This design comes from an exercise in tuning for small area, a short achievable clock period and few clock cycles on the open sky130 flow, not from production work. Where RTL was checked, it was by simulation tests only, not by an equivalence proof against the original.

Setup of alpha:
Design sparse_mac_top, start of the top module:
module sparse_mac_top
#(
    parameter int NUM_DECODERS = 2,
    parameter int VALUE_W = 16,
    parameter int INDEX_W = 16,
    parameter int DECODER_FIFO_DEPTH = 16,
    parameter int ACCUM_W = 32
)
(
    input mac_clk,
    input mac_rst,
    input [NUM_DECODERS-1:0] sram_valid_i,
    output [NUM_DECODERS-1:0] sram_ready_o,
    input [NUM_DECODERS*(1+VALUE_W+INDEX_W)-1:0] sram_data_i,
    output mac_valid_o,
    output [ACCUM_W-1:0] mac_data_o
);
make LEC_CHECK=0 CAP_MARGIN=20 CORE_MARGIN=2 CORE_UTILIZATION=40 SETUP_SLACK_MARGIN=3.0 SLEW_MARGIN=20 SYNTH_HIERARCHICAL=1 finish   # period 7.0 ns
run.sh (not shown) runs the stock make flow with config.mk's settings and CLKGATE_MAP_FILE= SYNTH_SCRIPT=/design/flow/synth_recipe.tcl, a recipe that flattens the netlist after the stock synthesis.
The following lists how beta was set up differently from alpha:
--- a/flow/design.v
+++ b/flow/design.v
@@ -51,22 +51,24 @@
 logic [VALUE_W-1:0] val0, val1;
 logic in_done0, in_done1;
 assign {in_done0, val0, skip0} = sram_data_i[0 +: DATA_W];
 assign {in_done1, val1, skip1} = sram_data_i[DATA_W +: DATA_W];
 logic hv0, hv1;               
 logic hd0, hd1;               
 logic [VALUE_W-1:0] hval0;
 logic [7:0] b_one, b_two, b_neg;    
 logic b_top;                        
 logic [INDEX_W:0] diff;       
 logic [31:0] acc_s, acc_c;    
+logic [31:0] res;             
+logic mq;                     
 logic fin, both, d_zero, d_neg, pop0, pop1, match, take0, take1;
 assign fin    = (hv0 & hd0) | (hv1 & hd1);
 assign both   = hv0 & hv1 & ~fin;
 assign d_zero = (diff == '0);
 assign d_neg  = diff[INDEX_W];
 assign pop0   = both & ~d_neg;
 assign pop1   = both & (d_neg | d_zero);
 assign match  = both & d_zero;
 assign sram_ready_o[0] = ~fin & (~hv0 | pop0);
 assign sram_ready_o[1] = ~fin & (~hv1 | pop1);
 assign take0 = sram_valid_i[0] & sram_ready_o[0];
@@ -400,40 +402,43 @@
     if (~mac_rst) begin
         hval0 <= '0;
         b_one <= '0;
         b_two <= '0;
         b_neg <= '0;
         b_top <= 1'b0;
         hv0   <= 1'b0;
         hv1   <= 1'b0;
         diff  <= '0;
         acc_s <= '0;
         acc_c <= '0;
+        mq    <= 1'b0;
     end else begin
         hv0 <= take0 | (hv0 & ~pop0);
         hv1 <= take1 | (hv1 & ~pop1);
         case ({take1, take0})
             2'b00: diff <= diff;
             2'b01: diff <= c01;
             2'b10: diff <= c10;
             2'b11: diff <= c11;
         endcase
+        mq <= match;
         if (take0) hval0 <= val0;
         if (take1) begin
             b_one <= e_one;
             b_two <= e_two;
             b_neg <= e_neg;
             b_top <= val1[15];
         end
         if (match) begin
             acc_s <= tree_s;
             acc_c <= tree_c;
         end
     end
 end
 always_ff @(posedge mac_clk) begin
+    res <= acc_s + acc_c;
     if (take0) hd0 <= in_done0;
     if (take1) hd1 <= in_done1;
 end
-assign mac_valid_o = fin;
-assign mac_data_o  = acc_s + acc_c;
+assign mac_valid_o = fin & ~mq;
+assign mac_data_o  = res;
 endmodule
--- outcome ---
Relative to alpha, cell count has increased by about 1.7% in beta. Per the comparison of beta with alpha, area taken by flip-flops and latches rose 660 um2, period utilization down 7.1 points, pin count of the biggest net entering global routing shrank by 3, initial antenna violation count decreased 1. beta finished all stages; the layout is clean. alpha closes out successfully: all stages finished, all timing, DRC and antenna checks passed. beta vs. alpha: placer congestion estimate went up by 0.0043. Of alpha and beta, the lower core area belongs to alpha. beta -> alpha: DRC violation count after routing delta 0, exact match. Of beta and alpha, it is beta that has the higher via count. On final worst hold slack, beta does better than alpha. mac_data_o[28] as the capturing instance or port of the critical path was reported by alpha, and acc_s[17]$_DFFE_PN0P_ by beta.
No run of this note included a check of the RTL's function; only the layout flow was run.

* * *

Another version of the RTL of sparse_mac_top (not shown whole).
Size: about 2000 cells after synthesis, roughly 110 I/O pins, roughly 0.018 mm² of cells after synthesis.
==> module csa_fax, before the edit <==
module csa_fax (
    input  a,
    input  b,
    input  c,
    output s,
    output co
);
logic x;
csa_xor2 u_x (.a(a), .b(b), .y(x));
csa_xor2 u_s (.a(x), .b(c), .y(s));
csa_mux2 u_c (.s(x), .a(a), .b(c), .y(co));
endmodule
==> module csa_xor2, before the edit <==
module csa_xor2 (
    input  a,
    input  b,
    output y
);
assign y = a ^ b;
endmodule
==> module csa_mux2, before the edit <==
module csa_mux2 (
    input  s,
    input  a,
    input  b,
    output y
);
assign y = s ? b : a;
endmodule
clock: 7.0 ns
lec_check: 0
cap_margin: 20
core_margin: 2
core_utilization: 40
setup_slack_margin: 3.0
slew_margin: 20
synth_hierarchical: 1
Change:
--- a/flow/design.v
+++ b/flow/design.v
@@ -22,30 +22,15 @@
     input  b,
     input  c,
     output s,
     output co
 );
 logic x;
-csa_xor2 u_x (.a(a), .b(b), .y(x));
-csa_xor2 u_s (.a(x), .b(c), .y(s));
-csa_mux2 u_c (.s(x), .a(a), .b(c), .y(co));
-endmodule
-module csa_xor2 (
-    input  a,
-    input  b,
-    output y
-);
-assign y = a ^ b;
-endmodule
-module csa_mux2 (
-    input  s,
-    input  a,
-    input  b,
-    output y
-);
-assign y = s ? b : a;
+assign x  = a ^ b;
+assign s  = x ^ c;
+assign co = x ? c : a;
 endmodule
 module sparse_mac_top
 #(
     parameter int NUM_DECODERS = 2,
     parameter int VALUE_W = 16,
     parameter int INDEX_W = 16,
Die area rose by 1.2%.
Flip-flop and latch count stays the same.
Routed wire length rose by 4.5%.
Cell area hardly moves.
First-iteration DRC count rose by 37%.
Setup slack gets better by 0.0041 ns.
Utilization fell by 0.89 points.
Function was not checked in any run of this note: the RTL went through the layout flow alone.

* * *

Another version of the RTL of sparse_mac_top (not shown whole).
For scale: roughly 1600 cells after synthesis, roughly 180 flip-flops, ~110 I/O pins.
// sparse_mac_top
module sparse_mac_top
#(
    parameter int NUM_DECODERS = 2,
    parameter int VALUE_W = 16,
    parameter int INDEX_W = 16,
    parameter int DECODER_FIFO_DEPTH = 16,
    parameter int ACCUM_W = 32
)
(
    input mac_clk,
    input mac_rst,
    input [NUM_DECODERS-1:0] sram_valid_i,
    output [NUM_DECODERS-1:0] sram_ready_o,
    input [NUM_DECODERS*(1+VALUE_W+INDEX_W)-1:0] sram_data_i,
    output mac_valid_o,
    output [ACCUM_W-1:0] mac_data_o
);
==> flow/config.mk <==
export PLATFORM = sky130hd
export DESIGN_NAME = sparse_mac_top
export DESIGN_NICKNAME = sparse_mac_top
export VERILOG_FILES = /design/flow/design.v
export SDC_FILE = /design/flow/constraint.sdc
export NUM_CORES = 4
export LEC_CHECK = 0
export CAP_MARGIN = 20
export CORE_MARGIN = 2
export CORE_UTILIZATION = 40
export CTS_BUF_LIST = sky130_fd_sc_hd__clkbuf_4 sky130_fd_sc_hd__clkbuf_8
export SETUP_SLACK_MARGIN = 3.6
export SLEW_MARGIN = 20
export SYNTH_HIERARCHICAL = 1
==> flow/constraint.sdc <==
create_clock -name core_clock -period 7.0 [get_ports {mac_clk}]
set_input_delay 1.4000 -clock core_clock [delete_from_list [all_inputs] [get_ports {mac_clk}]]
set_output_delay 1.4000 -clock core_clock [all_outputs]
set_load 0.01 [all_outputs]
standard.sh (not shown) runs the stock make flow with config.mk's settings and CLKGATE_MAP_FILE= SYNTH_SCRIPT=/design/flow/synth_recipe.tcl, a recipe that flattens the netlist after the stock synthesis.
==> flow/flow/run.sh <==
#!/bin/bash
set -euo pipefail
export BUFFER_PORTS_ARGS="-buffer_cell sky130_fd_sc_hd__buf_2"
bash standard.sh finish > flow_make.log 2>&1
The first run produced a clean layout.
Edit:
--- a/flow/design.v
+++ b/flow/design.v
@@ -1,20 +1,6 @@
-module eq_cmp16 (
-    input  [15:0] a,
-    input  [15:0] b,
-    output        eq
-);
-assign eq = (a == b);
-endmodule
-module eq_cmp17 (
-    input  [16:0] a,
-    input  [16:0] b,
-    output        eq
-);
-assign eq = (a == b);
-endmodule
 module csa_fa (
     input  a,
     input  b,
     input  c,
     output s,
     output co
@@ -85,34 +71,52 @@
 assign pop0  = both & ~d_neg;
 assign pop1  = both & (d_neg | zq);
 assign sram_ready_o[0] = ~fin & (~hv0 | pop0);
 assign sram_ready_o[1] = ~fin & (~hv1 | pop1);
 assign take0 = sram_valid_i[0] & sram_ready_o[0];
 assign take1 = sram_valid_i[1] & sram_ready_o[1];
+function automatic [17:0] sk_add18(input [17:0] a, input [17:0] b);
+    logic [17:0] g, p, gg, pp;
+    g = a & b;
+    p = a ^ b;
+    gg = g;
+    pp = p;
+    for (int l = 0; l < 5; l++)
+        for (int i = 0; i < 18; i++)
+            if ((i >> l) & 1) begin
+                int j;
+                j = ((i >> l) << l) - 1;
+                gg[i] = gg[i] | (pp[i] & gg[j]);
+                pp[i] = pp[i] & pp[j];
+            end
+    sk_add18 = p ^ {gg[16:0], 1'b0};
+endfunction
 logic [INDEX_W:0] s1x, s0x, c10, c01, c11, diff_n;
 logic [INDEX_W+1:0] c10_w, c11_w;
 assign s1x   = {1'b0, skip1};
 assign s0x   = {1'b0, skip0};
-assign c10_w = {diff, 1'b1} + {s1x, 1'b1};           
+assign c10_w = sk_add18({diff, 1'b1}, {s1x, 1'b1});           
 assign c10   = c10_w[INDEX_W+1:1];
-assign c01   = diff + ~s0x;                           
-assign c11_w = {s1x, 1'b1} + {~s0x, 1'b1};           
+logic [INDEX_W+1:0] c01_w;
+assign c01_w = sk_add18({diff, 1'b0}, {~s0x, 1'b0});
+assign c01   = c01_w[INDEX_W+1:1];                           
+assign c11_w = sk_add18({s1x, 1'b1}, {~s0x, 1'b1});           
 assign c11   = c11_w[INDEX_W+1:1];
 logic t00, t01, t10, t11;
 assign t00 = ~take1 & ~take0;
 assign t01 = ~take1 &  take0;
 assign t10 =  take1 & ~take0;
 assign t11 =  take1 &  take0;
 assign diff_n = ({(INDEX_W+1){t00}} & diff) | ({(INDEX_W+1){t01}} & c01)
               | ({(INDEX_W+1){t10}} & c10) | ({(INDEX_W+1){t11}} & c11);
 logic [INDEX_W:0] diff_m1;
 logic z10, z01, z11, zn;
 assign diff_m1 = diff - 1'b1;
-eq_cmp17 u_z10 (.a(s1x), .b(~diff), .eq(z10));
-eq_cmp17 u_z01 (.a(s0x), .b(diff_m1), .eq(z01));
-eq_cmp16 u_z11 (.a(skip1), .b(skip0), .eq(z11));
+assign z10 = (s1x == ~diff);
+assign z01 = (s0x == diff_m1);
+assign z11 = (skip1 == skip0);
 assign zn  = (t00 & zq) | (t01 & z01) | (t10 & z10) | (t11 & z11);
 logic hv0n, hv1n, hd0n, hd1n, finn, matn;
 assign hv0n = take0 | (hv0 & ~pop0);
 assign hv1n = take1 | (hv1 & ~pop1);
 assign hd0n = take0 ? in_done0 : hd0;
 assign hd1n = take1 ? in_done1 : hd1;
@@ -449,13 +453,12 @@
         acc_c <= '0;
         mq    <= 1'b0;
         g_one <= '0;
         g_two <= '0;
         g_neg <= '0;
         g_top <= 1'b0;
-        hval0 <= '0;
     end else begin
         hv0   <= hv0n;
         hv1   <= hv1n;
         diff  <= diff_n;
         zq    <= zn;
         mat   <= matn;
@@ -463,13 +466,12 @@
         acc_c <= tree_c;
         mq    <= mat;
         g_one <= n_one & {8{matn}};
         g_two <= n_two & {8{matn}};
         g_neg <= n_neg & {8{matn}};
         g_top <= n_top & matn;
-        if (take0) hval0 <= val0;
     end
 end
 function automatic [31:0] bk_add(input [31:0] a, input [31:0] b);
     logic [31:0] g, p, gg, pp;
     g = a & b;
     p = a ^ b;
@@ -488,13 +490,16 @@
                 pp[i] = pp[i] & pp[i - (1 << l)];
             end
     bk_add = p ^ {gg[30:0], 1'b0};
 endfunction
 always_ff @(posedge mac_clk) begin
     res <= bk_add(acc_s, acc_c);
-    if (take0) hd0 <= in_done0;
+    if (take0) begin
+        hval0 <= val0;
+        hd0   <= in_done0;
+    end
     if (take1) begin
         hval1 <= val1;
         hd1   <= in_done1;
     end
 end
 assign mac_valid_o = fin & ~mq;
Result:
- die area falls by 3.0%
- final area came out lower by 1.7%
- final cell count fell by 6.6%
- non-clock buffer count is higher by 24
- worst setup slack is better by 0.16 ns
- wire length falls by 5.2%
- clock skew came out higher by 0.010 ns
No functional check of the RTL was part of any run of this note.

* * *

== job 101 ==
sparse_mac_top, a different RTL version from the one above (not shown whole).
Size: about 1500 cells after synthesis, ~180 flip-flops, roughly 16000 µm² of cells after synthesis.
Design sparse_mac_top, start of the top module:
module sparse_mac_top
#(
    parameter int NUM_DECODERS = 2,
    parameter int VALUE_W = 16,
    parameter int INDEX_W = 16,
    parameter int DECODER_FIFO_DEPTH = 16,
    parameter int ACCUM_W = 32
)
(
    input mac_clk,
    input mac_rst,
    input [NUM_DECODERS-1:0] sram_valid_i,
    output [NUM_DECODERS-1:0] sram_ready_o,
    input [NUM_DECODERS*(1+VALUE_W+INDEX_W)-1:0] sram_data_i,
    output mac_valid_o,
    output [ACCUM_W-1:0] mac_data_o
);
clock: 7.0 ns
lec_check: 0
cap_margin: 20
core_margin: 2
core_utilization: 40
setup_slack_margin: 3.75
slew_margin: 20
synth_hierarchical: 1
Scripts as last shown in full above: flow/flow/run.sh
Testbench counts of job 101, summed over its fixed seeds: cycles 7,526.
--- input diff job 101..job 102 ---
-- flow/design.v --
<<< job 101, line 56
logic hd0, hd1;               
logic [VALUE_W-1:0] hval0;
logic [VALUE_W-1:0] hval1;
logic [7:0] g_one, g_two, g_neg;    
logic g_top;
>>> job 102, line 56
logic hd0, hd1;               
logic [VALUE_W-1:0] hval0;
logic [7:0] b_one, b_two, b_neg;    
logic b_top;                        
logic [7:0] g_one, g_two, g_neg;    
logic g_top;
<<< job 101, line 105
assign finn = (hv0n & hd0n) | (hv1n & hd1n);
assign matn = hv0n & hv1n & ~finn & zn;
logic [VALUE_W-1:0] n_val1;
logic [7:0] n_one, n_two, n_neg;
logic n_top;
assign n_val1 = take1 ? val1 : hval1;
always_comb begin
    for (int j = 0; j < 8; j++) begin
        logic hi, mid, lo;
        hi  = n_val1[2*j+1];
        mid = n_val1[2*j];
        lo  = (j == 0) ? 1'b0 : n_val1[2*j-1];
        n_one[j] = mid ^ lo;
        n_two[j] = (hi & ~mid & ~lo) | (~hi & mid & lo);
        n_neg[j] = hi;
    end
end
assign n_top = n_val1[15];
logic [16:0] bpp [8];
logic [15:0] bpp8;
>>> job 102, line 106
assign finn = (hv0n & hd0n) | (hv1n & hd1n);
assign matn = hv0n & hv1n & ~finn & zn;
logic [7:0] e_one, e_two, e_neg;
always_comb begin
    for (int j = 0; j < 8; j++) begin
        logic hi, mid, lo;
        hi  = val1[2*j+1];
        mid = val1[2*j];
        lo  = (j == 0) ? 1'b0 : val1[2*j-1];
        e_one[j] = mid ^ lo;
        e_two[j] = (hi & ~mid & ~lo) | (~hi & mid & lo);
        e_neg[j] = hi;
    end
end
logic [7:0] n_one, n_two, n_neg;    
logic n_top;
assign n_one = take1 ? e_one : b_one;
assign n_two = take1 ? e_two : b_two;
assign n_neg = take1 ? e_neg : b_neg;
assign n_top = take1 ? val1[15] : b_top;
logic [16:0] bpp [8];
logic [15:0] bpp8;
<<< job 101, line 480
        hd0   <= in_done0;
    end
    if (take1) begin
        hval1 <= val1;
        hd1   <= in_done1;
    end
end
assign mac_valid_o = fin & ~mq;
>>> job 102, line 483
        hd0   <= in_done0;
    end
    b_one <= n_one;
    b_two <= n_two;
    b_neg <= n_neg;
    b_top <= n_top;
    hd1   <= hd1n;
end
assign mac_valid_o = fin & ~mq;
==> results.txt <==
The standard cells in job 102 occupy more silicon area than those in job 101 do. Headroom to the max-slew limit: job 102 vs job 101 up 2.7 points. First-iteration DRC count: job 102 vs job 101 up 35. Against job 101, job 102 comes in 0.06 ns higher on peak per-stage delay on the critical path. Job 102 vs job 101 — fmax climbed slightly. [compare] base=job 101 new=job 102: wire length of the first global-routing pass now sits higher, number of clock sinks seen by CTS now sits higher, number of well taps now sits higher, post-placement cell count now sits higher. Relative to job 101, synthesis-to-finish area growth increased by 1.8 points in job 102. The run showing the greater half-perimeter wire length after detailed placement is job 102.
Only the layout flow was run in job 102; the RTL was not checked for function there.

## what the ideal ports hide
The results above use ideal ports. As a check the final layouts listed here were re-extracted and re-timed, cells and wires unchanged.
Step 1 assumes that a clkbuf_16 drives the clock port and a buf_2 every other input.
Step 2 times the ports against the registers' clock, not the clock port: input delays grow and output delays shrink by t, the midpoint of the rising clock arrivals with the driver on.
Three values: no drivers, after step 1, after step 2; two values: the first two.
run	t (ns)	setup WS [ns]	worst hold slack (ns)	clock arrival spread, ns	worst slew at a driven data input, ns
alpha	0.478	2.530 / 2.479 / 2.651	0.519 / 0.519 / 0.519	0.008 / 0.008	0.08
beta	0.499	3.025 / 3.025 / 2.596	0.525 / 0.525 / 0.525	0.014 / 0.014	0.09
the first run of note 2	0.513	3.070 / 3.105 / 2.592	0.536 / 0.536 / 0.536	0.010 / 0.010	0.08
the second run of note 2	0.526	3.074 / 3.019 / 2.587	0.515 / 0.515 / 0.515	0.011 / 0.011	0.10
the first run of note 3	0.557	3.465 / 3.465 / 3.106	0.356 / 0.356 / 0.356	0.022 / 0.022	0.08
the second run of note 3	0.583	3.620 / 3.641 / 3.058	0.371 / 0.371 / 0.371	0.033 / 0.033	0.06
job 101	0.503	3.730 / 3.764 / 3.261	0.353 / 0.353 / 0.353	0.015 / 0.014	0.09
job 102	0.510	3.754 / 3.768 / 3.258	0.361 / 0.361 / 0.361	0.017 / 0.017	0.11
After both steps setup and hold are still met in every run listed. For the second run of note 3, which loses most, drivers alone change the setup slack by +0.021 ns; drivers and shift together by -0.562 ns.
